From an optimization exercise on the open Yosys and OpenROAD flow, aimed at small area and a short achievable clock period; shortcuts taken in it are not production practice.
Where RTL was checked, it was by simulation tests only, not by an equivalence proof against the original.
Function not checked in run 1: the RTL went through the layout flow alone.

## flow/design.v (module list and top-level ports; edited modules follow where they fit)
// module csa4: 190 lines
// module csa3: 97 lines
// module cadd32: 168 lines
// module cadd31: 112 lines
// module mul_rows: 2739 lines
// module fa_cell: 4 lines
// module wrap31: 4 lines
// module pair_add: 16 lines
// module p9_add: 15 lines
// module smadd: 13 lines
// module conv2d_3x3: 107 lines
module conv2d_3x3 #(
    parameter SIZE  = 32 ,
    WEIGHT = 34,
    LENGHT = 302
) (
    input clk,
    input reset_n,
    input load,
    input en,
    input [SIZE-1:0] in,
    input [SIZE-1:0] k1,
    input [SIZE-1:0] k2,
    input [SIZE-1:0] k3,
    input [SIZE-1:0] k4,
    input [SIZE-1:0] k5,
    input [SIZE-1:0] k6,
    input [SIZE-1:0] k7,
    input [SIZE-1:0] k8,
    input [SIZE-1:0] k9,
    output valid_out,
    output[SIZE-1:0] out
);
  // ...
==> flow/flow/run.sh <==
#!/bin/bash
# Standard ORFS layout (the standard.sh) with:
#  - timing repair aimed below the design's period: repair_timing treats
#    slack under SETUP_SLACK_MARGIN as a violation (the SDC is the standard flow's);
#  - plain buffers on the ports;
#  - after repair_design, flow/load_tree.tcl rebuilds the buffer tree of the
#    load input as a clustered two-level tree, and puts each output's port
#    buffer and its flip-flop next to the pin;
#  - larger clock-tree sink clusters.
set -euo pipefail
export SETUP_SLACK_MARGIN=30.55
export BUFFER_PORTS_ARGS="-buffer_cell sky130_fd_sc_hd__buf_4"
export POST_RESIZE_TCL=$PWD/flow/load_tree.tcl
export CTS_ARGS="-sink_clustering_enable -repair_clock_nets -sink_clustering_size 25 -sink_clustering_max_diameter 80 -dont_use_dummy_load"
bash standard.sh > flow_make.log 2>&1
==> flow/flow/load_tree.tcl <==
# Rebuild the buffer tree of the load input as a balanced, clustered tree.
# Sourced after repair_design (POST_RESIZE), before detailed placement.
namespace eval lt {
  variable block
  proc is_buf {inst} {
    return [regexp {__(buf|clkbuf|bufbuf)_[0-9]+$} [[$inst getMaster] getName]]
  }
  proc drv_iterm {net} {
    foreach it [$net getITerms] { if {[$it isOutputSignal]} { return $it } }
    return ""
  }
  # all non-buffer sinks below net, deleting the buffers in between
  proc collect {net sinksVar} {
    upvar $sinksVar sinks
    foreach it [$net getITerms] {
      if {[$it isOutputSignal]} continue
      set inst [$it getInst]
      if {[is_buf $inst]} {
        set onet ""
        foreach o [$inst getITerms] { if {[$o isOutputSignal]} { set onet [$o getNet] } }
        if {$onet ne "" && $onet ne "NULL"} { collect $onet sinks }
        odb::dbInst_destroy $inst
        if {$onet ne "" && $onet ne "NULL"} { odb::dbNet_destroy $onet }
      } else {
        lappend sinks $it
      }
    }
  }
  proc center {inst} {
    set b [$inst getBBox]
    return [list [expr {([$b xMin] + [$b xMax]) / 2}] [expr {([$b yMin] + [$b yMax]) / 2}]]
  }
  # k-means of points {x y}, returns list of cluster index per point
  proc kmeans {pts k} {
    set n [llength $pts]
    set cs {}
    for {set i 0} {$i < $k} {incr i} { lappend cs [lindex $pts [expr {($i * $n) / $k}]] }
    # seed by sorting along x then y bands for a spread start
    set asg [lrepeat $n 0]
    for {set it 0} {$it < 25} {incr it} {
      set asg {}
      foreach p $pts {
        set best 0; set bd 1e30; set j 0
        lassign $p px py
        foreach c $cs {
          lassign $c cx cy
          set d [expr {abs($px - $cx) + abs($py - $cy)}]
          if {$d < $bd} { set bd $d; set best $j }
          incr j
        }
        lappend asg $best
      }
      set sx [lrepeat $k 0.0]; set sy [lrepeat $k 0.0]; set sn [lrepeat $k 0]
      foreach p $pts a $asg {
        lset sx $a [expr {[lindex $sx $a] + [lindex $p 0]}]
        lset sy $a [expr {[lindex $sy $a] + [lindex $p 1]}]
        lset sn $a [expr {[lindex $sn $a] + 1}]
      }
      set ncs {}
      for {set j 0} {$j < $k} {incr j} {
        if {[lindex $sn $j] > 0} {
          lappend ncs [list [expr {int([lindex $sx $j] / [lindex $sn $j])}] [expr {int([lindex $sy $j] / [lindex $sn $j])}]]
        } else { lappend ncs [lindex $cs $j] }
      }
      set cs $ncs
    }
    return [list $asg $cs]
  }
  variable cnt 0
  proc mkbuf {master x y innet outnet} {
    variable block; variable cnt
    incr cnt
    set inst [odb::dbInst_create $block $master "ltbuf_$cnt"]
    $inst setLocation $x $y
    $inst setPlacementStatus PLACED
    [$inst findITerm A] connect $innet
    [$inst findITerm X] connect $outnet
    return $inst
  }
  proc mknet {} {
    variable block; variable cnt
    incr cnt
    set net [odb::dbNet_create $block "ltnet_$cnt"]
    $net setSigType SIGNAL
    return $net
  }
  proc build {port leaf_size fan2 leafcell midcell} {
    variable block
    set block [ord::get_db_block]
    set db [ord::get_db]
    set bt [$block findBTerm $port]
    set pnet [$bt getNet]
    # the input buffer on the port
    set ibuf ""
    foreach it [$pnet getITerms] { set ibuf [$it getInst] }
    set root ""
    foreach o [$ibuf getITerms] { if {[$o isOutputSignal]} { set root [$o getNet] } }
    set sinks {}
    collect $root sinks
    foreach it $sinks { $it disconnect }
    set n [llength $sinks]
    set pts {}
    foreach it $sinks { lappend pts [center [$it getInst]] }
    set k1 [expr {($n + $leaf_size - 1) / $leaf_size}]
    lassign [kmeans $pts $k1] asg cs
    set lm [$db findMaster $leafcell]
    set mm [$db findMaster $midcell]
    # level 2 clustering of leaf buffers
    set k2 [expr {($k1 + $fan2 - 1) / $fan2}]
    lassign [kmeans $cs $k2] asg2 cs2
    set midnets {}
    foreach c $cs2 {
      set net [mknet]
      lassign $c x y
      mkbuf $mm $x $y $root $net
      lappend midnets $net
    }
    set j 0
    foreach c $cs a2 $asg2 {
      set net [mknet]
      lassign $c x y
      mkbuf $lm $x $y [lindex $midnets $a2] $net
      set leafnets($j) $net
      incr j
    }
    foreach it $sinks a $asg { $it connect $leafnets($a) }
    puts "load tree: $n sinks, $k1 leaf buffers ($leafcell), $k2 mid buffers ($midcell)"
  }
}
lt::build load 50 8 sky130_fd_sc_hd__buf_6 sky130_fd_sc_hd__buf_16

# Put each output's port buffer and the flip-flop that drives it next to the
# port's pin, so that the register-to-output paths stay short.
namespace eval lt {
  proc out_regs {} {
    set block [ord::get_db_block]
    set core [$block getCoreArea]
    set cx0 [$core xMin]; set cy0 [$core yMin]; set cx1 [$core xMax]; set cy1 [$core yMax]
    set moved 0
    foreach bt [$block getBTerms] {
      if {[$bt getIoType] ne "OUTPUT"} continue
      set net [$bt getNet]
      set buf ""
      foreach it [$net getITerms] { if {[$it isOutputSignal]} { set buf [$it getInst] } }
      if {$buf eq ""} continue
      set bnet [[$buf findITerm A] getNet]
      set ff ""
      foreach it [$bnet getITerms] { if {[$it isOutputSignal]} { set ff [$it getInst] } }
      if {$ff eq ""} continue
      set bb [$bt getBBox]
      set px [expr {([$bb xMin] + [$bb xMax]) / 2}]
      set py [expr {([$bb yMin] + [$bb yMax]) / 2}]
      # inside the core, a little away from the edge
      set m 4000
      set x [expr {min(max($px, $cx0 + $m), $cx1 - $m - 20000)}]
      set y [expr {min(max($py, $cy0 + $m), $cy1 - $m - 3000)}]
      # direction towards the core: flop one cell further in
      set dx 0; set dy 0
      if {$px <= $cx0} { set dx 6000 } elseif {$px >= $cx1} { set dx -6000 } elseif {$py <= $cy0} { set dy 3000 } else { set dy -3000 }
      $buf setLocation $x $y
      $ff setLocation [expr {$x + $dx}] [expr {$y + $dy}]
      incr moved
    }
    puts "output registers moved next to their pins: $moved"
  }
}
lt::out_regs

# Inputs other than load have time to spare: their port buffers can be the
# smallest buffer (repair_timing sizes them up if a path needs it).
namespace eval lt {
  proc small_inbufs {keep cell} {
    set block [ord::get_db_block]
    set m [[ord::get_db] findMaster $cell]
    set n 0
    foreach bt [$block getBTerms] {
      if {[$bt getIoType] ne "INPUT" || [lsearch $keep [$bt getName]] >= 0} continue
      set net [$bt getNet]
      if {$net eq "NULL"} continue
      foreach it [$net getITerms] {
        set inst [$it getInst]
        if {[regexp {__buf_[0-9]+$} [[$inst getMaster] getName]]} { $inst swapMaster $m; incr n }
      }
    }
    puts "input port buffers set to $cell: $n"
  }
}
lt::small_inbufs {load clk reset_n} sky130_fd_sc_hd__buf_1
==> flow/standard.sh <==
#!/bin/bash
# synth_recipe.tcl (not shown) runs the flow's synth.tcl, then flattens the netlist and writes it again
# the make line also repeats each setting of config.mk as NAME=value (left out here)
make -C /OpenROAD-flow-scripts/flow DESIGN_CONFIG=/design/flow/config.mk WORK_HOME=/design/flow/orfs CLKGATE_MAP_FILE= SYNTH_SCRIPT=/design/flow/synth_recipe.tcl "${@:-finish}"
==> flow/config.mk <==
export PLATFORM = sky130hd
export DESIGN_NAME = conv2d_3x3
export DESIGN_NICKNAME = conv2d_3x3
export VERILOG_FILES = /design/flow/design.v
export SDC_FILE = /design/flow/constraint.sdc
export NUM_CORES = 8
export LEC_CHECK = 0
export CAP_MARGIN = 20
export CORE_MARGIN = 2
export CORE_UTILIZATION = 45
export PLACE_DENSITY = 0.55
export SLEW_MARGIN = 20
export SYNTH_HIERARCHICAL = 1
==> flow/constraint.sdc <==
create_clock -name core_clock -period 40.0 [get_ports {clk}]
set_input_delay 8.0000 -clock core_clock [delete_from_list [all_inputs] [get_ports {clk}]]
set_output_delay 8.0000 -clock core_clock [all_outputs]
set_load 0.01 [all_outputs]
==> flow_summary.toml, run 1 <==
[run_status]
status = "timing/DRC/antenna clean"

[floorplanning]
pin_count = 357
num_tap_cells = 7506

[finish]
stdcell_count = 26800
seq_cell_count = 2815
finalCoreUtilization_pct = 48.5
syn2layout_area_growth_pct = 7.56
clkCellAreaFrac_pct = 1.61
dominant_cells = "multi-input combinational cells"
num-fill-cells = 49100
multi_input_area_share_pct = 58.3

[hold_path]
hold_depth = 0

[critical_path]
worstRegToRegCells = 33
path_class = "flip-flop to flip-flop"
crit_path_frequent_cell = "fa_2"

[placement]
place_ws_ns = 28.41
placed_area_um2 = 253000

[cts]
path_clk_slew_ns = 0.09
postCtsHoldBufs = 0
clockBufferDepth = 4
clk_latency_ns = 0.93

[drt]
wl_met2_um = 340000
first_pass_iters = 8
routed-via-count = 154000
wl_um = 730000

[sta]
rsz0062_at_grt = "yes"
fin_ws_ns = 30.18

[synth]
syn_inst = 19700
synth_area_um2 = 255000

[job]
maxCapViolCount = 0

[grt]
grt_util_met1_pct = 33.3
==> module wrap31, before the edit <==
module wrap31 (input [30:0] ra, input [30:0] rb, output c);
    wire [31:0] t = {1'b0, ra} + {1'b0, rb} + 32'd1;
    assign c = ~t[31];
endmodule
==> module conv2d_3x3, before the edit <==
module conv2d_3x3 #(
    parameter SIZE  = 32 ,
    WEIGHT = 34,
    LENGHT = 302
) (
    input clk,
    input reset_n,
    input load,
    input en,
    input [SIZE-1:0] in,
    input [SIZE-1:0] k1,
    input [SIZE-1:0] k2,
    input [SIZE-1:0] k3,
    input [SIZE-1:0] k4,
    input [SIZE-1:0] k5,
    input [SIZE-1:0] k6,
    input [SIZE-1:0] k7,
    input [SIZE-1:0] k8,
    input [SIZE-1:0] k9,
    output valid_out,
    output[SIZE-1:0] out
);
    localparam W = WEIGHT;
    localparam N = 2 * W + 4;    
    reg  [32*N-1:0] chain;
    always @(posedge clk)
        if (load) chain <= {chain[32*(N-1)-1:0], in};
    wire [31:0] c [0:N-1];
    genvar g;
    generate
        for (g = 0; g < N; g = g + 1) begin : cw
            assign c[g] = chain[32*g +: 32];
        end
    endgenerate
    reg [6:0] cnt;
    always @(posedge clk or negedge reset_n)
        if (!reset_n)              cnt <= 7'd0;
        else if (load && cnt != N) cnt <= cnt + 7'd1;
    reg e1, e2, e3, e4, e5;
    always @(posedge clk or negedge reset_n)
        if (!reset_n) {e1, e2, e3, e4, e5} <= 5'b0;
        else if (load) {e1, e2, e3, e4, e5} <= {en, e1, e2, e3, e4};
    reg [24:0] kr1, kr2, kr3, kr4, kr5, kr6, kr7, kr8, kr9;
    always @(posedge clk)
        if (load) begin
            kr1 <= {k1[31], k1[23:0]}; kr2 <= {k2[31], k2[23:0]};
            kr3 <= {k3[31], k3[23:0]}; kr4 <= {k4[31], k4[23:0]};
            kr5 <= {k5[31], k5[23:0]}; kr6 <= {k6[31], k6[23:0]};
            kr7 <= {k7[31], k7[23:0]}; kr8 <= {k8[31], k8[23:0]};
            kr9 <= {k9[31], k9[23:0]};
        end
    wire [30:0] ra1, rb1, ra2, rb2, ra3, rb3, ra4, rb4;
    wire [30:0] ra5, rb5, ra6, rb6, ra7, rb7, ra8, rb8, ra9, rb9;
    wire v1 = cnt > 2*W+3, v2 = cnt > 2*W+2, v3 = cnt > 2*W+1;
    wire v4 = cnt > W+3,   v5 = cnt > W+2,   v6 = cnt > W+1;
    wire v7 = cnt > 3,     v8 = cnt > 2;
    mul_rows m1 (.a(c[2*W+3][30:0]), .b(kr1[23:0] & {24{v1}}), .ra(ra1), .rb(rb1));
    mul_rows m2 (.a(c[2*W+2][30:0]), .b(kr2[23:0] & {24{v2}}), .ra(ra2), .rb(rb2));
    mul_rows m3 (.a(c[2*W+1][30:0]), .b(kr3[23:0] & {24{v3}}), .ra(ra3), .rb(rb3));
    mul_rows m4 (.a(c[W+3][30:0]),   .b(kr4[23:0] & {24{v4}}), .ra(ra4), .rb(rb4));
    mul_rows m5 (.a(c[W+2][30:0]),   .b(kr5[23:0] & {24{v5}}), .ra(ra5), .rb(rb5));
    mul_rows m6 (.a(c[W+1][30:0]),   .b(kr6[23:0] & {24{v6}}), .ra(ra6), .rb(rb6));
    mul_rows m7 (.a(c[3][30:0]),     .b(kr7[23:0] & {24{v7}}), .ra(ra7), .rb(rb7));
    mul_rows m8 (.a(c[2][30:0]),     .b(kr8[23:0] & {24{v8}}), .ra(ra8), .rb(rb8));
    wire sg1 = kr1[24] ^ (c[2*W+3][31] & v1);
    wire sg2 = kr2[24] ^ (c[2*W+2][31] & v2);
    wire sg3 = kr3[24] ^ (c[2*W+1][31] & v3);
    wire sg4 = kr4[24] ^ (c[W+3][31]   & v4);
    wire sg5 = kr5[24] ^ (c[W+2][31]   & v5);
    wire sg6 = kr6[24] ^ (c[W+1][31]   & v6);
    wire sg7 = kr7[24] ^ (c[3][31]     & v7);
    wire sg8 = kr8[24] ^ (c[2][31]     & v8);
    wire [31:0] s12, s34, s56, s78;
    pair_add a12 (.ra1(ra1), .rb1(rb1), .s1(sg1), .ra2(ra2), .rb2(rb2), .s2(sg2), .z(s12));
    pair_add a34 (.ra1(ra3), .rb1(rb3), .s1(sg3), .ra2(ra4), .rb2(rb4), .s2(sg4), .z(s34));
    pair_add a56 (.ra1(ra5), .rb1(rb5), .s1(sg5), .ra2(ra6), .rb2(rb6), .s2(sg6), .z(s56));
    pair_add a78 (.ra1(ra7), .rb1(rb7), .s1(sg7), .ra2(ra8), .rb2(rb8), .s2(sg8), .z(s78));
    reg [31:0] r12, r34, r56, r78;
    reg [24:0] kd9;
    always @(posedge clk)
        if (load) begin
            r12 <= s12; r34 <= s34; r56 <= s56; r78 <= s78; kd9 <= kr9;
        end
    wire [31:0] s1234, s5678, s18;
    smadd           a1234 (.x(r12), .y(r34), .z(s1234));
    smadd           a5678 (.x(r56), .y(r78), .z(s5678));
    smadd #(.INV(1)) a18  (.x(s1234), .y(s5678), .z(s18));    
    reg [31:0] r18;
    reg [24:0] kdd9;
    always @(posedge clk)
        if (load) begin
            r18 <= s18; kdd9 <= kd9;
        end
    wire v9 = cnt > 3;
    mul_rows m9 (.a(c[3][30:0]), .b(kdd9[23:0] & {24{v9}}), .ra(ra9), .rb(rb9));
    wire sg9 = kdd9[24] ^ (c[3][31] & v9);
    wire [31:0] sall;
    p9_add a19 (.xi(r18[30:0]), .sx(r18[31]), .ra(ra9), .rb(rb9), .s9(sg9), .z(sall));
    reg [31:0] r19;
    always @(posedge clk)
        if (load) r19 <= sall;
    reg [31:0] r_out;
    always @(posedge clk)
        if (load) r_out <= r19;
    assign out       = r_out;
    assign valid_out = e5;
endmodule
==> run 2, diff against run 1 <==
--- a/flow/design.v
+++ b/flow/design.v
@@ -572,2 +572,65 @@
 endmodule
+module wrap31 (input [30:0] ra, input [30:0] rb, output c);
+    wire g1 = (ra[1] & rb[1]) | ((ra[1] | rb[1]) & (ra[0] & rb[0]));
+    wire t1 = (ra[1] | rb[1]) & (ra[0] | rb[0]);
+    wire g2 = (ra[3] & rb[3]) | ((ra[3] | rb[3]) & (ra[2] & rb[2]));
+    wire t2 = (ra[3] | rb[3]) & (ra[2] | rb[2]);
+    wire g3 = (ra[5] & rb[5]) | ((ra[5] | rb[5]) & (ra[4] & rb[4]));
+    wire t3 = (ra[5] | rb[5]) & (ra[4] | rb[4]);
+    wire g4 = (ra[7] & rb[7]) | ((ra[7] | rb[7]) & (ra[6] & rb[6]));
+    wire t4 = (ra[7] | rb[7]) & (ra[6] | rb[6]);
+    wire g5 = (ra[9] & rb[9]) | ((ra[9] | rb[9]) & (ra[8] & rb[8]));
+    wire t5 = (ra[9] | rb[9]) & (ra[8] | rb[8]);
+    wire g6 = (ra[11] & rb[11]) | ((ra[11] | rb[11]) & (ra[10] & rb[10]));
+    wire t6 = (ra[11] | rb[11]) & (ra[10] | rb[10]);
+    wire g7 = (ra[13] & rb[13]) | ((ra[13] | rb[13]) & (ra[12] & rb[12]));
+    wire t7 = (ra[13] | rb[13]) & (ra[12] | rb[12]);
+    wire g8 = (ra[15] & rb[15]) | ((ra[15] | rb[15]) & (ra[14] & rb[14]));
+    wire t8 = (ra[15] | rb[15]) & (ra[14] | rb[14]);
+    wire g9 = (ra[17] & rb[17]) | ((ra[17] | rb[17]) & (ra[16] & rb[16]));
+    wire t9 = (ra[17] | rb[17]) & (ra[16] | rb[16]);
+    wire g10 = (ra[19] & rb[19]) | ((ra[19] | rb[19]) & (ra[18] & rb[18]));
+    wire t10 = (ra[19] | rb[19]) & (ra[18] | rb[18]);
+    wire g11 = (ra[21] & rb[21]) | ((ra[21] | rb[21]) & (ra[20] & rb[20]));
+    wire t11 = (ra[21] | rb[21]) & (ra[20] | rb[20]);
+    wire g12 = (ra[23] & rb[23]) | ((ra[23] | rb[23]) & (ra[22] & rb[22]));
+    wire t12 = (ra[23] | rb[23]) & (ra[22] | rb[22]);
+    wire g13 = (ra[25] & rb[25]) | ((ra[25] | rb[25]) & (ra[24] & rb[24]));
+    wire t13 = (ra[25] | rb[25]) & (ra[24] | rb[24]);
+    wire g14 = (ra[27] & rb[27]) | ((ra[27] | rb[27]) & (ra[26] & rb[26]));
+    wire t14 = (ra[27] | rb[27]) & (ra[26] | rb[26]);
+    wire g15 = (ra[29] & rb[29]) | ((ra[29] | rb[29]) & (ra[28] & rb[28]));
+    wire t15 = (ra[29] | rb[29]) & (ra[28] | rb[28]);
+    wire g16 = g2 | (t2 & g1);
+    wire t16 = t2 & t1;
+    wire g17 = g4 | (t4 & g3);
+    wire t17 = t4 & t3;
+    wire g18 = g6 | (t6 & g5);
+    wire t18 = t6 & t5;
+    wire g19 = g8 | (t8 & g7);
+    wire t19 = t8 & t7;
+    wire g20 = g10 | (t10 & g9);
+    wire t20 = t10 & t9;
+    wire g21 = g12 | (t12 & g11);
+    wire t21 = t12 & t11;
+    wire g22 = g14 | (t14 & g13);
+    wire t22 = t14 & t13;
+    wire g23 = (ra[30] & rb[30]) | ((ra[30] | rb[30]) & g15);
+    wire t23 = (ra[30] | rb[30]) & t15;
+    wire g24 = g17 | (t17 & g16);
+    wire t24 = t17 & t16;
+    wire g25 = g19 | (t19 & g18);
+    wire t25 = t19 & t18;
+    wire g26 = g21 | (t21 & g20);
+    wire t26 = t21 & t20;
+    wire g27 = g23 | (t23 & g22);
+    wire t27 = t23 & t22;
+    wire g28 = g25 | (t25 & g24);
+    wire t28 = t25 & t24;
+    wire g29 = g27 | (t27 & g26);
+    wire t29 = t27 & t26;
+    wire g30 = g29 | (t29 & g28);
+    wire t30 = t29 & t28;
+    assign c = ~(g30 | t30);
+endmodule
 `timescale 1ns / 1ps
@@ -3320,6 +3383,2 @@
 `timescale 1ns / 1ps
-module wrap31 (input [30:0] ra, input [30:0] rb, output c);
-    wire [31:0] t = {1'b0, ra} + {1'b0, rb} + 32'd1;
-    assign c = ~t[31];
-endmodule
 module pair_add (
@@ -3414,7 +3473,11 @@
         if (load) begin
-            kr1 <= {k1[31], k1[23:0]}; kr2 <= {k2[31], k2[23:0]};
-            kr3 <= {k3[31], k3[23:0]}; kr4 <= {k4[31], k4[23:0]};
-            kr5 <= {k5[31], k5[23:0]}; kr6 <= {k6[31], k6[23:0]};
-            kr7 <= {k7[31], k7[23:0]}; kr8 <= {k8[31], k8[23:0]};
-            kr9 <= {k9[31], k9[23:0]};
+            kr1 <= {k1[31], k1[23:0] & {24{cnt >= 2*W+3}}};
+            kr2 <= {k2[31], k2[23:0] & {24{cnt >= 2*W+2}}};
+            kr3 <= {k3[31], k3[23:0] & {24{cnt >= 2*W+1}}};
+            kr4 <= {k4[31], k4[23:0] & {24{cnt >= W+3}}};
+            kr5 <= {k5[31], k5[23:0] & {24{cnt >= W+2}}};
+            kr6 <= {k6[31], k6[23:0] & {24{cnt >= W+1}}};
+            kr7 <= {k7[31], k7[23:0] & {24{cnt >= 3}}};
+            kr8 <= {k8[31], k8[23:0] & {24{cnt >= 2}}};
+            kr9 <= {k9[31], k9[23:0] & {24{cnt >= 1}}};
         end
@@ -3422,21 +3485,18 @@
     wire [30:0] ra5, rb5, ra6, rb6, ra7, rb7, ra8, rb8, ra9, rb9;
-    wire v1 = cnt > 2*W+3, v2 = cnt > 2*W+2, v3 = cnt > 2*W+1;
-    wire v4 = cnt > W+3,   v5 = cnt > W+2,   v6 = cnt > W+1;
-    wire v7 = cnt > 3,     v8 = cnt > 2;
-    mul_rows m1 (.a(c[2*W+3][30:0]), .b(kr1[23:0] & {24{v1}}), .ra(ra1), .rb(rb1));
-    mul_rows m2 (.a(c[2*W+2][30:0]), .b(kr2[23:0] & {24{v2}}), .ra(ra2), .rb(rb2));
-    mul_rows m3 (.a(c[2*W+1][30:0]), .b(kr3[23:0] & {24{v3}}), .ra(ra3), .rb(rb3));
-    mul_rows m4 (.a(c[W+3][30:0]),   .b(kr4[23:0] & {24{v4}}), .ra(ra4), .rb(rb4));
-    mul_rows m5 (.a(c[W+2][30:0]),   .b(kr5[23:0] & {24{v5}}), .ra(ra5), .rb(rb5));
-    mul_rows m6 (.a(c[W+1][30:0]),   .b(kr6[23:0] & {24{v6}}), .ra(ra6), .rb(rb6));
-    mul_rows m7 (.a(c[3][30:0]),     .b(kr7[23:0] & {24{v7}}), .ra(ra7), .rb(rb7));
-    mul_rows m8 (.a(c[2][30:0]),     .b(kr8[23:0] & {24{v8}}), .ra(ra8), .rb(rb8));
-    wire sg1 = kr1[24] ^ (c[2*W+3][31] & v1);
-    wire sg2 = kr2[24] ^ (c[2*W+2][31] & v2);
-    wire sg3 = kr3[24] ^ (c[2*W+1][31] & v3);
-    wire sg4 = kr4[24] ^ (c[W+3][31]   & v4);
-    wire sg5 = kr5[24] ^ (c[W+2][31]   & v5);
-    wire sg6 = kr6[24] ^ (c[W+1][31]   & v6);
-    wire sg7 = kr7[24] ^ (c[3][31]     & v7);
-    wire sg8 = kr8[24] ^ (c[2][31]     & v8);
+    mul_rows m1 (.a(c[2*W+3][30:0]), .b(kr1[23:0]), .ra(ra1), .rb(rb1));
+    mul_rows m2 (.a(c[2*W+2][30:0]), .b(kr2[23:0]), .ra(ra2), .rb(rb2));
+    mul_rows m3 (.a(c[2*W+1][30:0]), .b(kr3[23:0]), .ra(ra3), .rb(rb3));
+    mul_rows m4 (.a(c[W+3][30:0]),   .b(kr4[23:0]), .ra(ra4), .rb(rb4));
+    mul_rows m5 (.a(c[W+2][30:0]),   .b(kr5[23:0]), .ra(ra5), .rb(rb5));
+    mul_rows m6 (.a(c[W+1][30:0]),   .b(kr6[23:0]), .ra(ra6), .rb(rb6));
+    mul_rows m7 (.a(c[3][30:0]),     .b(kr7[23:0]), .ra(ra7), .rb(rb7));
+    mul_rows m8 (.a(c[2][30:0]),     .b(kr8[23:0]), .ra(ra8), .rb(rb8));
+    wire sg1 = kr1[24] ^ (c[2*W+3][31] & (cnt > 2*W+3));
+    wire sg2 = kr2[24] ^ (c[2*W+2][31] & (cnt > 2*W+2));
+    wire sg3 = kr3[24] ^ (c[2*W+1][31] & (cnt > 2*W+1));
+    wire sg4 = kr4[24] ^ (c[W+3][31]   & (cnt > W+3));
+    wire sg5 = kr5[24] ^ (c[W+2][31]   & (cnt > W+2));
+    wire sg6 = kr6[24] ^ (c[W+1][31]   & (cnt > W+1));
+    wire sg7 = kr7[24] ^ (c[3][31]     & (cnt > 3));
+    wire sg8 = kr8[24] ^ (c[2][31]     & (cnt > 2));
     wire [31:0] s12, s34, s56, s78;
@@ -3462,5 +3522,4 @@
         end
-    wire v9 = cnt > 3;
-    mul_rows m9 (.a(c[3][30:0]), .b(kdd9[23:0] & {24{v9}}), .ra(ra9), .rb(rb9));
-    wire sg9 = kdd9[24] ^ (c[3][31] & v9);
+    mul_rows m9 (.a(c[3][30:0]), .b(kdd9[23:0]), .ra(ra9), .rb(rb9));
+    wire sg9 = kdd9[24] ^ (c[3][31] & (cnt > 3));
     wire [31:0] sall;
==> flow_summary.toml, run 2 <==
[run_status]
status = "timing/DRC/antenna clean"

[sta]
max_freq_mhz = 106
skew_ns = 0.0995
fin_tns_setup_ns = 0
finalCritPeriodShare_pct = 23.7
worstMarginPinSlew_ns = 1.14
rsz0062_at_grt = "yes"
period_needed_ns = 9.47
drv_slew = 0
report.final.setup_viol = 0
hold_violations = 0
relSlewSlack_pct = 23.9
whs_ns = 0.327

[drt]
post_drt_via_cell_ratio = 5.68
wl_um = 672000
first_pass_iters = 9
drt_iter0_markers = 13400
routed-via-count = 149000
wl_per_cell_um = 25.7
antenna_left = 0
drcViolationCount = 0

[cts]
postCtsHoldBufs = 0
cts_max_level = 4
clockBufferDepth = 4
clkSinkCount = 2815
root_buffer = "clkbuf_16"
path_clk_slew_ns = 0.08
clk_latency_ns = 0.94
numCtsBuffers = 176
tritoncts = "built"

[critical_path]
slowest_delay_ns = 0.43
crit_arrival_ns = 1.47
crit_path_cell_trace = "buf_6"
cp.required_ns = 32.00
worst_setup_path_start_kind = "flip-flop"
critPathTopFamily = "flip-flops"
crit_slowest_cell = "edfxtp_1"
path_class = "flip-flop to output pin"
cp_num_buf_inv = 1
crit_fanout = 1
critPathCaptureType = "output pin"

[job]
maxCapViolCount = 0

[floorplanning]
die_x_um = 754
rows = 275
pin_count = 357
die_h_um = 754
core_area_um2 = 561000
die_area_um2 = 568000
initial_core_util_pct = 45.1

[grt]
first_global_vias = 162000
grt.overflow.total = 0
grtUsageTotal_pct = 24.0
grt_first_pass_wirelength_um = 1030000
grt_max_degree = 84
antenna_found_initial = 20

[finish]
drive_gt1_share_pct = 6.47
top_register = "chain"
largest_reg_flops = 2304
nNetsFinal = 24300
syn2layout_area_growth_pct = 2.25
finalCoreUtilization_pct = 46.2
final_common_cell = "nand2_1"
mostFrequentLayoutCells = "nand2_1, fa_1, edfxtp_1, nor2_1, xnor2_1"
post-route-cell-area_um2 = 259000

[placement]
gp_congestion = 0.915
placed_area_um2 = 251000
hpwl_um = 465000
portBuffers = 293

[hold_path]
min_path_type = "flip-flop to flip-flop"

[synth]
syn_inst = 19700
avgSynthCellArea_um2 = 12.9
synth_area_um2 = 253000
yosysWarningCount = 7
run 2: layout make-up:
class                           instances  area [µm²]
Fill cell                           50000      302000
Multi-Input combinational cell      14600      152000
Sequential cell                      2815       84500
Tap cell                             7479        9360
Timing Repair Buffer                  852        7020
Clock buffer                          176        4400
Buffer                                 65         862
Inverter                              111         427
Antenna cell                           12        30.0
run 2: path summary, 6_finish.rpt:
path	depth (start not counted)	startpoint	to	slack, ns
worst max register to register	22	chain[1136]	r56[30]	30.73
max in group asynchronous	1	reset_n	e3	32.76
min in group asynchronous	1	reset_n	e4	6.95
worst max-delay path	1	r_out[1]	out[1]	30.53
worst min-delay path	0	chain[983]	chain[1015]	0.33
worst min register to register	0	chain[983]	chain[1015]	0.33
run 2: layer usage:
metal,share of wire [%],vias to the layer above,track usage (%)
li1,-,60900,-
met1,39,78900,32.1
met4,4.8,12,9.34
met5,0.011,-,0
met2,47,6995,39.0
met3,8.5,1707,4.54
run 2: repair_timing:
action / 4_1_cts / 5_1_grt
setup endpoints to repair: 214 / 225
resized for setup: 66 / 154
setup buffers: 113 / 65
pin swaps: 2 / 2
cloned: 2 / 0
run 2: stage by stage:
| step | setup slack, ns | instances |
|---|---|---|
| after floorplan | 31.17 | 19800 |
| after global placement | 24.88 | 25700 |
| after detailed placement | 29.50 | 25800 |
| after CTS | 30.45 | 26100 |
| after global routing | 30.47 | 26100 |
| final | 30.53 | 26100 |
==> run 3, diff against run 2 <==
--- a/flow/flow/run.sh
+++ b/flow/flow/run.sh
@@ -13,3 +13,3 @@
 export POST_RESIZE_TCL=$PWD/flow/load_tree.tcl
-export CTS_ARGS="-sink_clustering_enable -repair_clock_nets -sink_clustering_size 25 -sink_clustering_max_diameter 80 -dont_use_dummy_load"
+export CTS_ARGS="-sink_clustering_enable -repair_clock_nets -sink_clustering_size 25 -sink_clustering_max_diameter 120 -dont_use_dummy_load"
 bash standard.sh > flow_make.log 2>&1
--- a/flow/config.mk
+++ b/flow/config.mk
@@ -7,2 +7,3 @@
 export LEC_CHECK = 0
+export ABC_CLOCK_PERIOD_IN_PS = 9500
 export CAP_MARGIN = 20
==> flow_summary.toml, run 3 <==
[run_status]
status = "timing/DRC/antenna clean"

[cts]
clkSinkCount = 2815
cts_max_level = 4
path_clk_slew_ns = 0.10
clk_latency_ns = 0.92
root_buffer = "clkbuf_16"
clockBufferDepth = 4
postCtsHoldBufs = 0
tritoncts = "built"
numCtsBuffers = 153

[floorplanning]
rows = 275
die_x_um = 754
initial_core_util_pct = 45.1
die_area_um2 = 568000
pin_count = 357
die_h_um = 754
core_area_um2 = 561000

[sta]
rsz0062_at_grt = "yes"
hold_violations = 0
drv_slew = 0
finalCritPeriodShare_pct = 23.6
report.final.setup_viol = 0
fin_ws_ns = 30.54
worstMarginPinSlew_ns = 1.15
period_needed_ns = 9.46
fin_tns_setup_ns = 0
relSlewSlack_pct = 23.2
skew_ns = 0.0871
max_freq_mhz = 106

[finish]
largest_reg_flops = 2304
final_common_cell = "nand2_1"
mostFrequentLayoutCells = "nand2_1, fa_1, edfxtp_1, nor2_1, xnor2_1"
nNetsFinal = 24300
syn2layout_area_growth_pct = 2.05
drive_gt1_share_pct = 6.39
post-route-cell-area_um2 = 258000
top_register = "chain"

[placement]
hpwl_um = 465000
gp_congestion = 0.915
placed_area_um2 = 251000
portBuffers = 293
place_ws_ns = 29.50

[grt]
grt.overflow.total = 0
grt_max_degree = 84
grt_first_pass_wirelength_um = 1030000
grtUsageTotal_pct = 24.0
antenna_found_initial = 19
first_global_vias = 162000

[synth]
avgSynthCellArea_um2 = 12.9
yosysWarningCount = 7
syn_inst = 19700
synth_area_um2 = 253000

[critical_path]
slowest_delay_ns = 0.43
critPathTopFamily = "flip-flops"
cp.required_ns = 32.00
crit_path_cell_trace = "buf_6"
crit_cells = 1
crit_arrival_ns = 1.46
crit_slowest_cell = "edfxtp_1"
cp_num_buf_inv = 1
critPathCaptureType = "output pin"
path_class = "flip-flop to output pin"
crit_fanout = 1
worstRegToRegCells = 22
worst_setup_path_start_kind = "flip-flop"

[drt]
antenna_left = 0
first_pass_iters = 8
drt_iter0_markers = 13600
routed-via-count = 148000
drcViolationCount = 0
wl_per_cell_um = 25.8
post_drt_via_cell_ratio = 5.68
wl_um = 674000

[hold_path]
hold_depth = 0
min_path_type = "flip-flop to flip-flop"

[job]
maxCapViolCount = 0
## run 3: changes by cell type in the layout (fill, tap and decap cells not counted), sizes merged
| cell | before | now |
|---|---|---|
| clkbuf | 182 | 159 |
| buf | 911 | 919 |
| diode | 12 | 10 |
## run 3: what timing repair did
item	CTS	global route
pin swaps	2	2
buffers inserted	116	70
gates cloned	2	0
resized for setup	68	141
endpoints found under the setup margin	198	225
## run 3: routing by layer
layer / share of wire, % / GRT usage, %
met1: 39 / 32.2
met5: 0.012 / 0
met2: 48 / 39.3
met4: 4.4 / 8.83
met3: 8.6 / 4.48
## run 3: worst paths after layout
check                             from     endpoint  slack (ns)
max in group asynchronous      reset_n       cnt[3]       32.75
min                        chain[2100]  chain[2132]        0.36
min reg2reg                chain[2100]  chain[2132]        0.36
max                          r_out[10]      out[10]       30.54
max reg2reg                     kr6[6]      r56[30]       30.73
min in group asynchronous      reset_n           e4        6.95
## run 3: stage by stage
stage          hold slack (ns)  instances  utilization [%]
6_report                 0.363      26100             46.1
3_3_place_gp             0.400      25700             44.9
2_1_floorplan            0.400      19800                -
3_5_place_dp             0.405      25800             44.8
5_1_grt                  0.356      26100             46.1
4_1_cts                  0.361      26000             45.8
## run 3: area by class of cell
cell class / instances / area (µm²)
buffer: 65 / 862
tap: 7479 / 9360
clock buffer: 153 / 3830
antenna: 10 / 25.0
sequential: 2815 / 84500
inverter: 111 / 427
fill: 50000 / 302000
multi-input combinational: 14600 / 152000
timing repair buffer: 860 / 7110
==> run 4, diff against run 3 <==
--- a/flow/config.mk
+++ b/flow/config.mk
@@ -7,7 +7,6 @@
 export LEC_CHECK = 0
-export ABC_CLOCK_PERIOD_IN_PS = 9500
 export CAP_MARGIN = 20
 export CORE_MARGIN = 2
-export CORE_UTILIZATION = 45
-export PLACE_DENSITY = 0.55
+export CORE_UTILIZATION = 50
+export PLACE_DENSITY = 0.6
 export SLEW_MARGIN = 20
==> flow_summary.toml, run 4 <==
[run_status]
status = "timing/DRC/antenna clean"

[critical_path]
path_class = "flip-flop to output pin"
slowest_delay_ns = 0.43
critPathTopFamily = "flip-flops"
worst_setup_path_start_kind = "flip-flop"
crit_fanout = 1
crit_path_cell_trace = "buf_6"
cp.required_ns = 32.00
crit_arrival_ns = 1.46
cp_num_buf_inv = 1
crit_slowest_cell = "edfxtp_1"
critPathCaptureType = "output pin"

[sta]
report.final.setup_viol = 0
max_freq_mhz = 106
worstMarginPinSlew_ns = 1.14
hold_violations = 0
relSlewSlack_pct = 24.1
skew_ns = 0.114
drv_slew = 0
rsz0062_at_grt = "yes"
fin_tns_setup_ns = 0
whs_ns = 0.357
finalCritPeriodShare_pct = 23.6
period_needed_ns = 9.46

[placement]
hpwl_um = 451000
placed_cells = 25000
portBuffers = 293
gp_congestion = 0.907

[finish]
top_register = "chain"
drive_gt1_share_pct = 6.30
stdcell_count = 25300
num-fill-cells = 43000
largest_reg_flops = 2304
final_common_cell = "nand2_1"
nNetsFinal = 24300
syn2layout_area_growth_pct = 1.58
mostFrequentLayoutCells = "nand2_1, fa_1, edfxtp_1, nor2_1, xnor2_1"

[cts]
clkSinkCount = 2815
path_clk_slew_ns = 0.09
root_buffer = "clkbuf_16"
tritoncts = "built"
clockBufferDepth = 4
cts_max_level = 4
numCtsBuffers = 152
clk_latency_ns = 0.92

[grt]
antenna_found_initial = 9
busiest_layer = "met2"
grt.overflow.total = 0
grt_first_pass_wirelength_um = 997000
grt_max_degree = 94
grt_util_met1_pct = 34.1
first_global_vias = 163000
use_met3_pct = 5.29
grtUsageTotal_pct = 25.9
met2_usage_pct = 41.2

[floorplanning]
initial_core_util_pct = 50.2
die_x_um = 715
rows = 261
die_h_um = 715
pin_count = 357
die_area_um2 = 512000
core_area_um2 = 505000

[drt]
routed-via-count = 148000
antenna_left = 0
wl_per_cell_um = 25.6
drt_iter0_markers = 12900
drcViolationCount = 0
first_pass_iters = 6
wl_um = 647000
post_drt_via_cell_ratio = 5.86

[synth]
synth_area_um2 = 253000
yosysWarningCount = 7
avgSynthCellArea_um2 = 12.9
syn_inst = 19700

[job]
maxCapViolCount = 0

[hold_path]
min_path_type = "flip-flop to flip-flop"
[run 4: cell type report]
cell class              instances  area [µm²]  share of cell area, %
multi-input cells           14600      152000                   59.2
flip-flops and latches       2815       84500                   32.9
well taps                    6706        8390                   3.26
repair buffers                836        6870                   2.67
clock buffers                 152        3800                   1.48
plain buffers                  65         862                  0.335
inverters                     111         427                  0.166
diodes                          6        15.0                0.00584
[run 4: per-layer routing]
layer / vias to the layer above / share of wire (%) / wire (µm)
met5: - / 0.0056 / 36
met4: 6 / 6.0 / 38900
met3: 1820 / 9.3 / 60000
met2: 7773 / 47 / 303000
met1: 78100 / 38 / 245000
li1: 60800 / - / -
[run 4: per-stage QoR]
stage	setup slack, ns	instance area (µm²)	utilization [%]
final	30.54	257000	50.9
after CTS	30.47	255000	50.6
after global placement	26.21	250000	49.6
after floorplan	31.17	253000	-
after detailed placement	29.39	250000	49.6
after global routing	30.49	257000	50.9
[run 4: worst paths after layout]
path                         endpoint        from  cells past startpoint  slack, ns
min in group asynchronous      cnt[0]     reset_n                      1       7.01
setup / recovery               out[6]    r_out[6]                      1      30.54
max in group asynchronous      cnt[4]     reset_n                      1      32.74
setup reg to reg              r78[23]  chain[120]                     22      30.73
hold / removal             chain[832]  chain[800]                      0       0.36
hold reg to reg            chain[832]  chain[800]                      0       0.36
[run 4: repair_timing]
item,CTS,global route
gates cloned,0,2
resized for setup,61,132
endpoints found under the setup margin,193,192
hold buffers,0,0
pin swaps,0,5
setup buffers,100,84
==> run 5, diff against run 4 <==
--- a/flow/config.mk
+++ b/flow/config.mk
@@ -9,4 +9,4 @@
 export CORE_MARGIN = 2
-export CORE_UTILIZATION = 50
-export PLACE_DENSITY = 0.6
+export CORE_UTILIZATION = 40
+export PLACE_DENSITY = 0.5
 export SLEW_MARGIN = 20
==> flow_summary.toml, run 5 <==
[finish]
final_common_cell = "nand2_1"
post-route-cell-area_um2 = 259000
stdcell_count = 27000
largest_reg_flops = 2304
mostFrequentLayoutCells = "nand2_1, fa_1, edfxtp_1, nor2_1, xnor2_1"
num-fill-cells = 59000
nNetsFinal = 24300
top_register = "chain"
syn2layout_area_growth_pct = 2.32
drive_gt1_share_pct = 6.18

[drt]
drcViolationCount = 0
wl_um = 696000
post_drt_via_cell_ratio = 5.47
drt_iter0_markers = 12100
first_pass_iters = 8
wl_per_cell_um = 25.8
antenna_left = 0
routed-via-count = 148000

[cts]
tritoncts = "built"
clkSinkCount = 2815
path_clk_slew_ns = 0.10
root_buffer = "clkbuf_16"
numCtsBuffers = 159
clockBufferDepth = 4
clk_latency_ns = 0.94
cts_max_level = 4

[synth]
avgSynthCellArea_um2 = 12.9
yosysWarningCount = 7
synth_area_um2 = 253000
syn_inst = 19700

[sta]
rsz0062_at_grt = "yes"
finalCritPeriodShare_pct = 23.7
max_freq_mhz = 106
drv_slew = 0
relSlewSlack_pct = 18.0
report.final.setup_viol = 0
fin_ws_ns = 30.52
period_needed_ns = 9.48
skew_ns = 0.105
hold_violations = 0
fin_tns_setup_ns = 0
worstMarginPinSlew_ns = 1.23

[floorplanning]
die_h_um = 799
die_x_um = 799
core_area_um2 = 631000
pin_count = 357
rows = 292
initial_core_util_pct = 40.1
die_area_um2 = 639000

[critical_path]
critPathCaptureType = "output pin"
crit_path_cell_trace = "buf_6"
path_class = "flip-flop to output pin"
reg2reg_to = "r34[6]"
crit_fanout = 1
cp_num_buf_inv = 1
critPathTopFamily = "flip-flops"
cp.required_ns = 32.00
worst_setup_path_start_kind = "flip-flop"
r2r-start = "chain[1204]"
slowest_delay_ns = 0.42
crit_arrival_ns = 1.48
worstRegToRegCells = 22
r2r_slack_ns = 30.77
crit_slowest_cell = "edfxtp_1"

[placement]
placed_area_um2 = 252000
place_ws_ns = 29.15
hpwl_um = 480000
gp_congestion = 0.868
placed_cells = 26700
portBuffers = 293

[grt]
grt_first_pass_wirelength_um = 1050000
grt.overflow.total = 0
first_global_vias = 162000
grtUsageTotal_pct = 22.0
grt_max_degree = 85
antenna_found_initial = 16

[hold_path]
min_path_type = "flip-flop to flip-flop"
hold_depth = 0
worstHoldEndpoint = "chain[2230]"
hold_start = "chain[2198]"

[run_status]
status = "timing/DRC/antenna clean"

[job]
maxCapViolCount = 0
-- run 5: what timing repair did --
| action | 4_1_cts | 5_1_grt |
|---|---|---|
| cloned | 1 | 2 |
| setup endpoints to repair | 193 | 194 |
| hold buffers | 0 | 0 |
| endpoints found under the hold margin | 0 | 0 |
| buffers inserted | 102 | 43 |
| gates resized for setup | 65 | 123 |
| pin swaps | 1 | 3 |
-- run 5: metal layers --
layer  track usage (%)  share of wire (%)  routed length, µm  up-vias
met5                 0             0.0042                 29        -
met4              7.51                4.0              28000        6
met3              3.70                7.2              50400     1416
met2              36.4                 48             334000     5894
met1              29.7                 41             284000    79500
li1                  -                  -                  -    60800
-- run 5: worst max path at each step --
stage | start | end | slack [ns] | depth (start not counted)
after floorplan | load | cnt[1] | 31.17 | 3
after global placement | load | chain[2056] | 27.12 | 6
after detailed placement | r78[31] | r18[10] | 29.15 | 29
after CTS | r_out[19] | out[19] | 30.39 | 1
after global routing | r_out[20] | out[20] | 30.41 | 1
final | r_out[19] | out[19] | 30.52 | 1
-- run 5: through the flow --
stage | hold WS (ns) | util, %
3_5_place_dp | 0.405 | 40.0
2_1_floorplan | 0.400 | -
5_1_grt | 0.368 | 41.0
3_3_place_gp | 0.400 | 40.0
6_report | 0.370 | 41.0
4_1_cts | 0.372 | 40.9
-- run 5: layout make-up --
cell class | instances | area, µm² | share of cell area, %
Antenna cell | 11 | 27.5 | 0.0106
Buffer | 65 | 862 | 0.333
Clock buffer | 159 | 3980 | 1.54
Inverter | 111 | 427 | 0.165
Multi-Input combinational cell | 14600 | 152000 | 58.8
Sequential cell | 2815 | 84500 | 32.6
Tap cell | 8379 | 10500 | 4.05
Timing Repair Buffer | 813 | 6490 | 2.51
==> run 6, diff against run 5 <==
--- a/flow/config.mk
+++ b/flow/config.mk
@@ -9,4 +9,4 @@
 export CORE_MARGIN = 2
-export CORE_UTILIZATION = 40
-export PLACE_DENSITY = 0.5
+export CORE_UTILIZATION = 60
+export PLACE_DENSITY = 0.7
 export SLEW_MARGIN = 20
==> flow_summary.toml, run 6 <==
[run_status]
status = "timing/DRC/antenna clean"

[critical_path]
slowest_delay_ns = 0.44
worstRegToRegCells = 22
path_class = "flip-flop to output pin"
crit_cells = 1
crit_slowest_cell = "edfxtp_1"
crit_fanout = 1
critPathTopFamily = "flip-flops"
crit_path_cell_trace = "buf_6"
r2r-start = "chain[1200]"
crit_arrival_ns = 1.46
cp.required_ns = 32.00
timing.critical_path.from = "r_out[17]"
worst_setup_path_start_kind = "flip-flop"
cp_num_buf_inv = 1
critPathCaptureType = "output pin"

[drt]
antenna_left = 0
first_pass_iters = 9
wl_per_cell_um = 25.6
wl_um = 620000
routed-via-count = 150000
drcViolationCount = 0
post_drt_via_cell_ratio = 6.19
drt_iter0_markers = 14100

[cts]
tritoncts = "built"
numCtsBuffers = 148
path_clk_slew_ns = 0.09
clockBufferDepth = 4
cts_max_level = 4
clk_latency_ns = 0.93
clkSinkCount = 2815
root_buffer = "clkbuf_16"
postCtsHoldBufs = 0

[synth]
avgSynthCellArea_um2 = 12.9
syn_inst = 19700
yosysWarningCount = 7
synth_area_um2 = 253000

[floorplanning]
die_area_um2 = 427000
initial_core_util_pct = 60.2
pin_count = 357
die_h_um = 653
rows = 238
core_area_um2 = 420000
die_x_um = 653

[grt]
grt.overflow.total = 0
grt_first_pass_wirelength_um = 962000
first_global_vias = 164000
grtUsageTotal_pct = 29.8
grt_max_degree = 94
antenna_found_initial = 13

[sta]
finalCritPeriodShare_pct = 23.6
hold_violations = 0
skew_ns = 0.0994
rsz0062_at_grt = "yes"
fin_ws_ns = 30.54
fin_tns_setup_ns = 0
drv_slew = 0
max_freq_mhz = 106
report.final.setup_viol = 0
relSlewSlack_pct = 18.4
period_needed_ns = 9.46
worstMarginPinSlew_ns = 1.22

[finish]
mostFrequentLayoutCells = "nand2_1, fa_1, edfxtp_1, nor2_1, xnor2_1"
nNetsFinal = 24300
finalCoreUtilization_pct = 60.8
final_common_cell = "nand2_1"
top_register = "chain"
drive_gt1_share_pct = 6.25
largest_reg_flops = 2304
syn2layout_area_growth_pct = 0.979

[hold_path]
hold_depth = 0
min_path_type = "flip-flop to flip-flop"
hold_start = "chain[2005]"

[placement]
gp_congestion = 0.937
place_ws_ns = 29.17
portBuffers = 293
hpwl_um = 432000

[job]
maxCapViolCount = 0
==> run 6: per-layer routing <==
metal | vias to the layer above | global-route usage (%) | part of all wire (%) | routed length [µm]
met3 | 2421 | 7.09 | 11 | 69500
li1 | 60800 | - | - | -
met5 | - | 0 | 0.015 | 90
met1 | 77500 | 38.4 | 35 | 217000
met4 | 14 | 17.9 | 7.4 | 45800
met2 | 9419 | 46.5 | 46 | 287000
==> run 6: path summary, 6_finish.rpt <==
path | end | slack, ns
min in group asynchronous | cnt[1] | 6.97
worst max register to register | r34[17] | 30.74
worst min-delay path | chain[2037] | 0.32
worst min register to register | chain[2037] | 0.32
worst max-delay path | out[17] | 30.54
max in group asynchronous | e1 | 32.80
==> run 6: cell type report <==
class | instances | area, µm²
Inverter | 111 | 427
Sequential cell | 2815 | 84500
Timing Repair Buffer | 835 | 6770
Clock buffer | 148 | 3700
Buffer | 65 | 862
Tap cell | 5640 | 7060
Fill cell | 31800 | 165000
Antenna cell | 1 | 2.50
Multi-Input combinational cell | 14600 | 152000
==> run 6: what timing repair did <==
| item | CTS | global route |
|---|---|---|
| setup buffers | 102 | 102 |
| resized for setup | 56 | 111 |
| setup endpoints to repair | 193 | 194 |
| gates cloned | 1 | 3 |
| pin swaps | 1 | 2 |
==> run 6: stage by stage <==
step	area (µm²)	hold slack, ns	cells
2_1_floorplan	253000	0.400	19800
3_3_place_gp	249000	0.400	23900
3_5_place_dp	249000	0.405	23900
4_1_cts	254000	0.309	24100
5_1_grt	256000	0.357	24300
6_report	256000	0.323	24300
==> run 7, diff against run 6 <==
--- a/flow/config.mk
+++ b/flow/config.mk
@@ -9,4 +9,4 @@
 export CORE_MARGIN = 2
-export CORE_UTILIZATION = 60
-export PLACE_DENSITY = 0.7
+export CORE_UTILIZATION = 66
+export PLACE_DENSITY = 0.76
 export SLEW_MARGIN = 20
==> flow_summary.toml, run 7 <==
[placement]
placed_area_um2 = 248000
placed_cells = 23300
place_ws_ns = 29.54
gp_congestion = 0.953
hpwl_um = 433000
portBuffers = 293

[drt]
antenna_left = 0
wl_per_cell_um = 26.6
dr.max_layer_used = "met5"
drcViolationCount = 0
post_drt_via_cell_ratio = 6.44
routed-via-count = 153000
wl_met1_um = 211000
wl_met2_um = 291000
drt_iter0_markers = 16500
wl_um = 631000
routed-wl-met3_um = 80700
first_pass_iters = 10

[sta]
fin_tns_setup_ns = 0
drv_slew = 0
report.final.setup_viol = 0
finalCritPeriodShare_pct = 23.7
fin_ws_ns = 30.53
relSlewSlack_pct = 20.0
skew_ns = 0.103
period_needed_ns = 9.47
max_freq_mhz = 106
rsz0062_at_grt = "yes"
worstMarginPinSlew_ns = 1.20
hold_violations = 0

[critical_path]
r2r-start = "chain[1144]"
cp_num_buf_inv = 1
crit_slowest_cell = "edfxtp_1"
worstRegToRegCells = 21
cp.required_ns = 32.00
crit_fanout = 1
critPathCaptureType = "output pin"
critPathTopFamily = "flip-flops"
path_class = "flip-flop to output pin"
crit_arrival_ns = 1.47
r2r_slack_ns = 30.74
worst_setup_path_start_kind = "flip-flop"
slowest_delay_ns = 0.44
crit_path_cell_trace = "buf_6"
reg2reg_to = "r56[30]"
timing.critical_path.from = "r_out[30]"

[cts]
clkSinkCount = 2815
tritoncts = "built"
clockBufferDepth = 4
clk_latency_ns = 0.91
numCtsBuffers = 146
postCtsHoldBufs = 0
cts_max_level = 4
root_buffer = "clkbuf_16"
path_clk_slew_ns = 0.10

[finish]
top_register = "chain"
num-fill-cells = 26300
mostFrequentLayoutCells = "nand2_1, fa_1, edfxtp_1, nor2_1, xnor2_1"
syn2layout_area_growth_pct = 1.02
stdcell_count = 23700
largest_reg_flops = 2304
post-route-cell-area_um2 = 256000
nNetsFinal = 24300
drive_gt1_share_pct = 6.50
final_common_cell = "nand2_1"

[hold_path]
hold_depth = 0
worstHoldEndpoint = "chain[479]"
min_path_type = "flip-flop to flip-flop"
hold_start = "chain[447]"

[grt]
first_global_vias = 167000
grt.overflow.total = 0
grt_max_degree = 94
grtUsageTotal_pct = 33.3
grt_first_pass_wirelength_um = 973000
antenna_found_initial = 6

[floorplanning]
initial_core_util_pct = 66.2
pin_count = 357
die_area_um2 = 388000
die_h_um = 623
rows = 227
core_area_um2 = 382000
die_x_um = 623

[synth]
synth_area_um2 = 253000
avgSynthCellArea_um2 = 12.9
syn_inst = 19700
yosysWarningCount = 7

[run_status]
status = "timing/DRC/antenna clean"

[job]
maxCapViolCount = 0
[run 7: per-stage QoR]
stage | utilization, % | hold WS [ns]
6_report | 66.9 | 0.356
5_1_grt | 66.9 | 0.361
4_1_cts | 66.3 | 0.343
3_3_place_gp | 64.9 | 0.400
2_1_floorplan | - | 0.400
3_5_place_dp | 64.9 | 0.405
[run 7: layout make-up]
class	instances	area, µm²	share of cell area, %
antenna	8	20.0	0.00783
buffer	65	862	0.337
clock buffer	146	3650	1.43
inverter	111	427	0.167
multi-input combinational	14600	152000	59.6
sequential	2815	84500	33.0
tap	5038	6300	2.47
timing repair buffer	876	7510	2.94
[run 7: repair_timing]
item / CTS / global route
setup buffers: 130 / 129
pin swaps: 2 / 5
gates cloned: 3 / 9
resized for setup: 64 / 107
setup endpoints to repair: 192 / 192
[run 7: worst max-delay path by stage]
| stage | depth (start not counted) | end | slack, ns |
|---|---|---|---|
| floorplan | 3 | cnt[1] | 31.17 |
| global placement | 8 | chain[1612] | 25.25 |
| detailed placement | 30 | r18[3] | 29.54 |
| CTS | 1 | out[30] | 30.44 |
| global route | 1 | out[11] | 30.49 |
| finish | 1 | out[30] | 30.53 |
[run 7: routing by layer]
layer,track usage [%],up-vias
li1,-,60900
met1,42.3,77700
met2,51.5,11000
met3,9.44,2945
met4,20.3,8
met5,0,-
==> run 8, diff against run 7 <==
--- a/flow/config.mk
+++ b/flow/config.mk
@@ -9,4 +9,4 @@
 export CORE_MARGIN = 2
-export CORE_UTILIZATION = 66
-export PLACE_DENSITY = 0.76
+export CORE_UTILIZATION = 45
+export PLACE_DENSITY = 0.55
 export SLEW_MARGIN = 20
==> flow_summary.toml, run 8 <==
[placement]
portBuffers = 293
placed_area_um2 = 251000
place_ws_ns = 29.50
gp_congestion = 0.915
placed_cells = 25800
hpwl_um = 465000

[floorplanning]
die_x_um = 754
die_h_um = 754
core_area_um2 = 561000
initial_core_util_pct = 45.1
pin_count = 357
rows = 275
die_area_um2 = 568000

[cts]
root_buffer = "clkbuf_16"
path_clk_slew_ns = 0.10
numCtsBuffers = 153
clkSinkCount = 2815
tritoncts = "built"
clk_latency_ns = 0.92
cts_max_level = 4
clockBufferDepth = 4
postCtsHoldBufs = 0

[drt]
routed-via-count = 148000
wl_um = 674000
wl_per_cell_um = 25.8
drt_iter0_markers = 13600
drcViolationCount = 0
antenna_left = 0
first_pass_iters = 8
post_drt_via_cell_ratio = 5.68

[job]
maxCapViolCount = 0

[grt]
grt.overflow.total = 0
grtUsageTotal_pct = 24.0
grt_first_pass_wirelength_um = 1030000
antenna_found_initial = 19
first_global_vias = 162000
grt_max_degree = 84

[sta]
finalCritPeriodShare_pct = 23.6
fin_ws_ns = 30.54
worstMarginPinSlew_ns = 1.15
drv_slew = 0
fin_tns_setup_ns = 0
period_needed_ns = 9.46
report.final.setup_viol = 0
relSlewSlack_pct = 23.2
skew_ns = 0.0871
rsz0062_at_grt = "yes"
max_freq_mhz = 106
hold_violations = 0

[finish]
top_register = "chain"
final_common_cell = "nand2_1"
drive_gt1_share_pct = 6.39
mostFrequentLayoutCells = "nand2_1, fa_1, edfxtp_1, nor2_1, xnor2_1"
multiInputGateArea_um2 = 152000
post-route-cell-area_um2 = 258000
regArea_um2 = 84500
num-fill-cells = 50000
nNetsFinal = 24300
stdcell_count = 26100
syn2layout_area_growth_pct = 2.05
largest_reg_flops = 2304

[run_status]
status = "timing/DRC/antenna clean"

[critical_path]
cp_num_buf_inv = 1
cp.required_ns = 32.00
path_class = "flip-flop to output pin"
critPathCaptureType = "output pin"
crit_fanout = 1
slowest_delay_ns = 0.43
worst_setup_path_start_kind = "flip-flop"
critPathTopFamily = "flip-flops"
r2r-start = "kr6[6]"
crit_arrival_ns = 1.46
crit_path_cell_trace = "buf_6"
timing.critical_path.from = "r_out[10]"
crit_slowest_cell = "edfxtp_1"

[hold_path]
hold_start = "chain[2100]"
min_path_type = "flip-flop to flip-flop"

[synth]
avgSynthCellArea_um2 = 12.9
yosysWarningCount = 7
synth_area_um2 = 253000
syn_inst = 19700
## run 8: cell count changes in the layout (fill, tap and decap cells not counted), sizes merged
| cell | previous run | this run |
|---|---|---|
| clkbuf | 156 | 159 |
| xor2 | 237 | 238 |
| diode | 8 | 10 |
| xnor3 | 11 | 4 |
| buf | 931 | 919 |
## run 8: per-stage QoR
stage          util (%)  hold slack, ns
2_1_floorplan         -           0.400
3_3_place_gp       44.9           0.400
3_5_place_dp       44.8           0.405
4_1_cts            45.8           0.361
5_1_grt            46.1           0.356
6_report           46.1           0.363
## run 8: layer usage
metal | vias up | GRT usage (%) | wire length [µm]
met5 | - | 0 | 80
met4 | 14 | 8.83 | 29800
met3 | 1552 | 4.48 | 58200
met2 | 6993 | 39.3 | 321000
met1 | 79100 | 32.2 | 265000
li1 | 60800 | - | -
## run 8: path summary, 6_finish.rpt
check	end	slack, ns	depth (start not counted)
min in group asynchronous	e4	6.95	1
max reg2reg	r56[30]	30.73	22
min	chain[2132]	0.36	0
max in group asynchronous	cnt[3]	32.75	1
min reg2reg	chain[2132]	0.36	0
max	out[10]	30.54	1
## run 8: cell type report
cell class | instances | share of cell area, %
Antenna cell | 10 | 0.00969
Buffer | 65 | 0.334
Clock buffer | 153 | 1.48
Inverter | 111 | 0.165
Multi-Input combinational cell | 14600 | 58.9
Sequential cell | 2815 | 32.7
Tap cell | 7479 | 3.62
Timing Repair Buffer | 860 | 2.75
## run 8: what timing repair did
action	in CTS	in global routing
endpoints found under the setup margin	198	225
pin swaps	2	2
setup buffers	116	70
gates cloned	2	0
resized for setup	68	141
hold endpoints to repair	0	0
==> run 9, diff against run 8 <==
--- a/flow/flow/run.sh
+++ b/flow/flow/run.sh
@@ -13,2 +13,3 @@
 export POST_RESIZE_TCL=$PWD/flow/load_tree.tcl
+export PRE_GLOBAL_PLACE_TCL=$PWD/flow/pre_gp.tcl
 export CTS_ARGS="-sink_clustering_enable -repair_clock_nets -sink_clustering_size 25 -sink_clustering_max_diameter 120 -dont_use_dummy_load"
==> flow/flow/pre_gp.tcl (new file) <==
# Without timing-driven global placement ORFS keeps the buffers that
# synthesis (abc) inserted; remove them before placement as the
# timing-driven mode does.
remove_buffers
--- a/flow/config.mk
+++ b/flow/config.mk
@@ -10,2 +10,3 @@
 export CORE_UTILIZATION = 45
+export GPL_TIMING_DRIVEN = 0
 export PLACE_DENSITY = 0.55
==> flow_summary.toml, run 9 <==
[cts]
clockBufferDepth = 4
path_clk_slew_ns = 0.10
clk_latency_ns = 0.93
clkSinkCount = 2815
numCtsBuffers = 155
postCtsHoldBufs = 0
cts_max_level = 4
root_buffer = "clkbuf_16"
tritoncts = "built"

[finish]
final_common_cell = "nand2_1"
syn2layout_area_growth_pct = 6.37
post-route-cell-area_um2 = 269000
nNetsFinal = 24900
largest_reg_flops = 2304
top_register = "chain"
drive_gt1_share_pct = 9.13
num-fill-cells = 48800
stdcell_count = 26700
mostFrequentLayoutCells = "nand2_1, fa_1, edfxtp_1, nor2_1, xnor2_1"

[placement]
portBuffers = 293
placed_area_um2 = 258000
placed_cells = 25900
hpwl_um = 518000
gp_congestion = 0.903

[floorplanning]
initial_core_util_pct = 45.1
core_area_um2 = 561000
pin_count = 357
rows = 275
die_x_um = 754
die_area_um2 = 568000
die_h_um = 754

[job]
maxCapViolCount = 0

[sta]
whs_ns = 0.360
fin_tns_setup_ns = 0
rsz0062_at_grt = "yes"
drv_slew = 0
skew_ns = 0.111
worstMarginPinSlew_ns = 1.20
max_freq_mhz = 106
relSlewSlack_pct = 20.3
hold_violations = 0
report.final.setup_viol = 0
period_needed_ns = 9.47
finalCritPeriodShare_pct = 23.7

[critical_path]
crit_slowest_cell = "edfxtp_1"
critPathCaptureType = "output pin"
crit_arrival_ns = 1.47
worst_setup_path_start_kind = "flip-flop"
crit_fanout = 1
cp_num_buf_inv = 1
path_class = "flip-flop to output pin"
slowest_delay_ns = 0.43
crit_path_cell_trace = "buf_6"
critPathTopFamily = "flip-flops"
cp.required_ns = 32.00

[synth]
syn_inst = 19700
avgSynthCellArea_um2 = 12.9
synth_area_um2 = 253000
yosysWarningCount = 7

[grt]
grt_first_pass_wirelength_um = 1050000
grtUsageTotal_pct = 24.6
grt_max_degree = 79
antenna_found_initial = 23
first_global_vias = 163000
grt.overflow.total = 0

[drt]
drt_iter0_markers = 13700
post_drt_via_cell_ratio = 5.65
wl_um = 691000
routed-via-count = 151000
wl_per_cell_um = 25.9
first_pass_iters = 6
drcViolationCount = 0
antenna_left = 0

[run_status]
status = "timing/DRC/antenna clean"

[hold_path]
min_path_type = "flip-flop to flip-flop"
## run 9: final timing paths
kind                        startpoint     endpoint  slack, ns  depth (start not counted)
hold reg to reg            chain[1053]  chain[1085]       0.36                          0
hold / removal             chain[1053]  chain[1085]       0.36                          0
max in group asynchronous      reset_n       cnt[5]      32.77                          1
setup reg to reg           chain[2298]       r12[6]      30.73                         21
setup / recovery             r_out[15]      out[15]      30.53                          1
min in group asynchronous      reset_n           e1       6.94                          1
## run 9: routing by layer
| metal | up-vias | share of wire, % | wire [µm] | global-route usage [%] |
|---|---|---|---|---|
| li1 | 62000 | - | - | - |
| met1 | 80000 | 39 | 271000 | 32.6 |
| met2 | 7110 | 48 | 329000 | 40.0 |
| met3 | 1708 | 8.5 | 58600 | 4.99 |
| met4 | 16 | 4.7 | 32300 | 9.58 |
| met5 | - | 0.015 | 104 | 0 |
## run 9: cell type report
class | count | area (µm²) | share of cell area [%]
timing repair buffer | 1397 | 17500 | 6.52
multi-input combinational | 14600 | 153000 | 56.7
clock buffer | 155 | 3880 | 1.44
antenna | 11 | 27.5 | 0.0102
sequential | 2815 | 84500 | 31.4
buffer | 65 | 862 | 0.320
tap | 7479 | 9360 | 3.48
inverter | 111 | 439 | 0.163
## run 9: repair_timing
item / in CTS / in global routing
pin swaps: 6 / 7
setup buffers: 351 / 223
resized for setup: 34 / 37
cloned: 7 / 6
endpoints found under the setup margin: 179 / 203
## run 9: worst register-to-register path, delay by kind of cell, from the launching register on
| family | cells | cell delay, ns |
|---|---|---|
| compound gates | 4 | 1.30 |
| buf+inv | 2 | 0.48 |
| flops | 1 | 0.73 |
| fa+ha+maj | 10 | 5.19 |
| xor+xnor | 2 | 0.78 |
| simple gates | 3 | 0.60 |
## run 9: through the flow
step | setup WS [ns] | util (%)
finish | 30.53 | 48.0
detailed placement | 30.01 | 46.1
global placement | 1.50 | 44.3
global route | 30.43 | 48.0
CTS | 30.41 | 47.5
floorplan | 31.17 | -

## afterwards: timing with drivers on the ports
Ports are ideal in the flow. The routed layouts listed here were re-timed in OpenROAD. Step 1 sets driving cells, clkbuf_16 on the clock port and buf_2 on the other inputs (assumed; they add their load-dependent delay and slew). Step 2 moves the port delays by t, midway between the first and last clock arrival at a register: inputs arrive t later, outputs are due t later. That takes back most of the time a late clock gives input paths. Three values: no drivers, after step 1, after step 2; two values: the first two.
run | shift t [ns] | setup WS [ns] | latest minus earliest clock arrival (ns)
run 1 | 1.000 | 30.175 / 30.175 / 30.032 | 0.126 / 0.126
run 2 | 1.010 | 30.532 / 30.409 / 30.207 | 0.128 / 0.128
run 3 | 0.998 | 30.540 / 30.412 / 30.186 | 0.106 / 0.106
run 4 | 0.980 | 30.542 / 30.426 / 30.207 | 0.115 / 0.115
run 5 | 1.008 | 30.523 / 30.399 / 30.062 | 0.118 / 0.119
run 6 | 0.990 | 30.544 / 30.427 / 29.860 | 0.109 / 0.109
run 7 | 0.983 | 30.530 / 30.406 / 30.267 | 0.106 / 0.106
run 8 | 0.998 | 30.540 / 30.412 / 30.186 | 0.106 / 0.106
run 9 | 0.999 | 30.528 / 30.405 / 30.092 | 0.119 / 0.119
After both steps setup and hold are still met in every run listed. For run 6, which loses most, drivers alone change the setup slack by -0.117 ns; drivers and shift together by -0.684 ns.
